Context: an optimization exercise on an open-source flow, tuned for small area and a short achievable clock period. The choices shown serve that exercise and are no tape-out recipe.
At most, simulation tests tie the RTL to the original design; equivalence was not proved.
No activity file was given, so power comes from the tool's default toggle rates.

quartz:
Design mac, start of the top module:
module mac(A, B, C, D, clk, reset, Acc);
  input [7:0] A, B, C, D;
  input clk, reset;
  output [31:0] Acc;
  reg [31:0] R;
  reg [7:1] Cy;
  wire p_A0B0 = ~(A[0] & B[0]);
  wire p_A0B1 = ~(A[0] & B[1]);
  wire p_A0B2 = ~(A[0] & B[2]);
  wire p_A0B3 = ~(A[0] & B[3]);
  wire p_A0B4 = ~(A[0] & B[4]);
  wire p_A0B5 = ~(A[0] & B[5]);
  wire p_A0B6 = ~(A[0] & B[6]);
  wire p_A0B7 = ~(A[0] & B[7]);
  wire p_A1B0 = ~(A[1] & B[0]);
  wire p_A1B1 = ~(A[1] & B[1]);
  wire p_A1B2 = ~(A[1] & B[2]);
  wire p_A1B3 = ~(A[1] & B[3]);
  wire p_A1B4 = ~(A[1] & B[4]);
  wire p_A1B5 = ~(A[1] & B[5]);
  wire p_A1B6 = ~(A[1] & B[6]);
  wire p_A1B7 = ~(A[1] & B[7]);
  wire p_A2B0 = ~(A[2] & B[0]);
  wire p_A2B1 = ~(A[2] & B[1]);
  wire p_A2B2 = ~(A[2] & B[2]);
  wire p_A2B3 = ~(A[2] & B[3]);
  wire p_A2B4 = ~(A[2] & B[4]);
  wire p_A2B5 = ~(A[2] & B[5]);
  wire p_A2B6 = ~(A[2] & B[6]);
  wire p_A2B7 = ~(A[2] & B[7]);
  wire p_A3B0 = ~(A[3] & B[0]);
  wire p_A3B1 = ~(A[3] & B[1]);
  wire p_A3B2 = ~(A[3] & B[2]);
  wire p_A3B3 = ~(A[3] & B[3]);
  wire p_A3B4 = ~(A[3] & B[4]);
  wire p_A3B5 = ~(A[3] & B[5]);
  wire p_A3B6 = ~(A[3] & B[6]);
  wire p_A3B7 = ~(A[3] & B[7]);
  wire p_A4B0 = ~(A[4] & B[0]);
  wire p_A4B1 = ~(A[4] & B[1]);
  wire p_A4B2 = ~(A[4] & B[2]);
  wire p_A4B3 = ~(A[4] & B[3]);
  wire p_A4B4 = ~(A[4] & B[4]);
  wire p_A4B5 = ~(A[4] & B[5]);
  wire p_A4B6 = ~(A[4] & B[6]);
  ...
Size in the first run: ~560 cells after synthesis, about 39 flip-flops, about 5700 sq um of cells after synthesis.
==> flow/config.mk <==
export PLATFORM = sky130hd
export DESIGN_NAME = mac
export DESIGN_NICKNAME = mac
export VERILOG_FILES = /design/flow/design.v
export SDC_FILE = /design/flow/constraint.sdc
export NUM_CORES = 4
export LEC_CHECK = 0
export CAP_MARGIN = 20
export CORE_MARGIN = 2
export CORE_UTILIZATION = 40
export SETUP_SLACK_MARGIN = 1.0
export SLEW_MARGIN = 20
export SYNTH_HIERARCHICAL = 1
==> flow/constraint.sdc <==
create_clock -name core_clock -period 6.5 [get_ports {clk}]
set_input_delay 1.3000 -clock core_clock [delete_from_list [all_inputs] [get_ports {clk}]]
set_output_delay 1.3000 -clock core_clock [all_outputs]
set_load 0.01 [all_outputs]
run.sh (not shown) runs the stock make flow with config.mk's settings and CLKGATE_MAP_FILE= SYNTH_SCRIPT=/design/flow/synth_recipe.tcl, a recipe that flattens the netlist after the stock synthesis.
## Diff of input files: nickel against quartz
diff --git a/flow/config.mk b/flow/config.mk
--- a/flow/config.mk
+++ b/flow/config.mk
@@ -9,5 +9,4 @@
 export CORE_MARGIN = 2
 export CORE_UTILIZATION = 40
-export SETUP_SLACK_MARGIN = 1.0
 export SLEW_MARGIN = 20
 export SYNTH_HIERARCHICAL = 1
Findings:
- When nickel is set beside quartz, its fraction of area in multi-input gates turns out to be 0.33 points smaller.
- In the tables for nickel and quartz, power per standard cell area reads lower with nickel.
- Delta (nickel minus quartz): maximum frequency went down; signed area change from the synthesized netlist to the final layout rose by 0.57 points; count of fill cells added during filler insertion now sits lower.
- H-tree depth reported by CTS came out exactly the same in nickel and quartz.
- Diff nickel and quartz: final critical-path share of the clock period higher in nickel
- For routed wire length, quartz and nickel come out practically identical.
- For the worst path setup slack after routing, nickel came in 0.29 ns lower than quartz did.
No functional check of the RTL was part of any run of this note.

========
Another version of the RTL of mac (not shown whole).
For scale: ~43 flip-flops, ~66 I/O pins.
## mac
module mac(A, B, C, D, clk, reset, Acc);
  input [7:0] A, B, C, D;
  input clk, reset;
  output [31:0] Acc;
  reg [31:0] R;
  reg [1:0] V;
  reg [8:0] W;
  wire p_A0B0 = ~(A[0] & B[0]);
  wire p_A0B1 = ~(A[0] & B[1]);
  wire p_A0B2 = ~(A[0] & B[2]);
  wire p_A0B3 = ~(A[0] & B[3]);
  wire p_A0B4 = ~(A[0] & B[4]);
  wire p_A0B5 = ~(A[0] & B[5]);
  wire p_A0B6 = ~(A[0] & B[6]);
  wire p_A0B7 = ~(A[0] & B[7]);
  wire p_A1B0 = ~(A[1] & B[0]);
  wire p_A1B1 = ~(A[1] & B[1]);
  wire p_A1B2 = ~(A[1] & B[2]);
  wire p_A1B3 = ~(A[1] & B[3]);
  wire p_A1B4 = ~(A[1] & B[4]);
  wire p_A1B5 = ~(A[1] & B[5]);
  wire p_A1B6 = ~(A[1] & B[6]);
  wire p_A1B7 = ~(A[1] & B[7]);
  wire p_A2B0 = ~(A[2] & B[0]);
  wire p_A2B1 = ~(A[2] & B[1]);
  wire p_A2B2 = ~(A[2] & B[2]);
  wire p_A2B3 = ~(A[2] & B[3]);
  wire p_A2B4 = ~(A[2] & B[4]);
  wire p_A2B5 = ~(A[2] & B[5]);
  wire p_A2B6 = ~(A[2] & B[6]);
  wire p_A2B7 = ~(A[2] & B[7]);
  wire p_A3B0 = ~(A[3] & B[0]);
  wire p_A3B1 = ~(A[3] & B[1]);
  wire p_A3B2 = ~(A[3] & B[2]);
  wire p_A3B3 = ~(A[3] & B[3]);
  wire p_A3B4 = ~(A[3] & B[4]);
  wire p_A3B5 = ~(A[3] & B[5]);
  wire p_A3B6 = ~(A[3] & B[6]);
  wire p_A3B7 = ~(A[3] & B[7]);
  wire p_A4B0 = ~(A[4] & B[0]);
  wire p_A4B1 = ~(A[4] & B[1]);
  wire p_A4B2 = ~(A[4] & B[2]);
  ...
==> flow/config.mk <==
export PLATFORM = sky130hd
export DESIGN_NAME = mac
export DESIGN_NICKNAME = mac
export VERILOG_FILES = /design/flow/design.v
export SDC_FILE = /design/flow/constraint.sdc
export NUM_CORES = 4
export LEC_CHECK = 0
export CAP_MARGIN = 20
export CORE_MARGIN = 2
export CORE_UTILIZATION = 60
export SETUP_SLACK_MARGIN = 1.5
export SLEW_MARGIN = 20
export SYNTH_HIERARCHICAL = 1
==> flow/constraint.sdc <==
create_clock -name core_clock -period 6.5 [get_ports {clk}]
set_input_delay 1.3000 -clock core_clock [delete_from_list [all_inputs] [get_ports {clk}]]
set_output_delay 1.3000 -clock core_clock [all_outputs]
set_load 0.01 [all_outputs]
standard.sh (not shown) runs the stock make flow with config.mk's settings and CLKGATE_MAP_FILE= SYNTH_SCRIPT=/design/flow/synth_recipe.tcl, a recipe that flattens the netlist after the stock synthesis.
==> flow/flow/run.sh <==
#!/bin/bash
# Standard ORFS flow (the standard.sh), with the port buffers made of
# sky130_fd_sc_hd__buf_2 instead of buffer_ports' default cell, and power
# recovery (downsizing gates off the critical paths) after global routing.
set -o pipefail
export BUFFER_PORTS_ARGS="-buffer_cell sky130_fd_sc_hd__buf_2"
export RECOVER_POWER=100
bash standard.sh finish 2>&1 | tee standard_flow.log
The baseline reached the layout checks and failed them: max-capacitance violations, max-slew violations.
Change:
==> flow/flow/run.sh (replaced) <==
#!/bin/bash
# Standard ORFS flow (the standard.sh), with the port buffers made of
# sky130_fd_sc_hd__buf_2 instead of buffer_ports' default cell.
set -o pipefail
export BUFFER_PORTS_ARGS="-buffer_cell sky130_fd_sc_hd__buf_2"
bash standard.sh finish 2>&1 | tee standard_flow.log
- SETUP_SLACK_MARGIN: 1.5 -> 2.5
Now the flow ran to the end with no violations.
Non-clock buffer count grows by 11.
Sequential cell count is unchanged.
Clock-buffer cell count is higher by 1.
Die area does not change.
Synthesized area stays the same.
Combinational power climbs by a few percent.

========
Another version of the RTL of mac (not shown whole).
Size: ~560 cells after synthesis, about 43 flip-flops, ~66 I/O pins, about 5900 sq um of cells after synthesis.
export LEC_CHECK = 0
export CAP_MARGIN = 20
export CORE_MARGIN = 2
export CORE_UTILIZATION = 60
export SETUP_SLACK_MARGIN = 2.6
export SLEW_MARGIN = 20
export SYNTH_HIERARCHICAL = 1
create_clock -name core_clock -period 6.5 [get_ports {clk}]
==> flow/flow/run.sh <==
#!/bin/bash
# Standard ORFS flow (the standard.sh), with the port buffers made of
# sky130_fd_sc_hd__buf_2 instead of buffer_ports' default cell.
set -o pipefail
export BUFFER_PORTS_ARGS="-buffer_cell sky130_fd_sc_hd__buf_2"
bash standard.sh finish 2>&1 | tee standard_flow.log
Rerun with:
- SETUP_SLACK_MARGIN: 2.6 -> 2.45
The changed run finished clean; setup slack is worse by 45 ps; synthesized area is unchanged; cell area came out lower by 7.3%; first-iteration DRC count came out lower by 35%; combinational power came out lower by about 5%.
Rerun with:
- CORE_UTILIZATION: 60 -> 75
- SETUP_SLACK_MARGIN: 2.45 -> 1.5
Effect: The new run finished with timing, DRC and antenna clean. Final area decreases by 5.5%. Area after synthesis stays the same. Die area decreases by 19%. Clock-buffer cell count is unchanged. Setup slack degrades by 170 ps. Wire length decreases by 6.4%. Combinational power decreases by about 2%. Register-to-register slack hardly moves. Sequential power hardly moves. Worst hold slack degrades by 3.8 ps.

## afterwards: timing with drivers on the ports
Ports are ideal in the flow. The routed layouts listed here were re-timed in OpenROAD. Step 1, drivers: a clkbuf_16 drives clk and a buf_2 each remaining input, both assumed. Step 2 times the ports against the registers' clock, not the clock port: input delays grow and output delays shrink by t, the midpoint of the rising clock arrivals with the driver on. Slacks: ideal ports / drivers / drivers and shift; pairs: ideal ports / drivers.
| run | shift t [ns] | slack for setup (ns) | worst register clock-pin slew, ns |
|---|---|---|---|
| quartz | 0.328 | 1.142 / 1.158 / 0.830 | 0.06 / 0.06 |
| nickel | 0.328 | 0.854 / 0.867 / 0.539 | 0.06 / 0.06 |
| the first run of note 2 | 0.328 | 2.012 / 2.015 / 1.688 | 0.09 / 0.09 |
| the second run of note 2 | 0.328 | 2.482 / 2.446 / 2.118 | 0.09 / 0.09 |
| the first run of note 3 | 0.340 | 2.523 / 2.489 / 2.206 | 0.10 / 0.10 |
| the second run of note 3 | 0.336 | 2.478 / 2.461 / 2.126 | 0.10 / 0.10 |
| the third run of note 3 | 0.345 | 2.308 / 2.275 / 2.040 | 0.11 / 0.11 |
The setup slack of the second run of note 2, which loses most, moves by -0.036 ns with the drivers and by -0.364 ns with both steps.
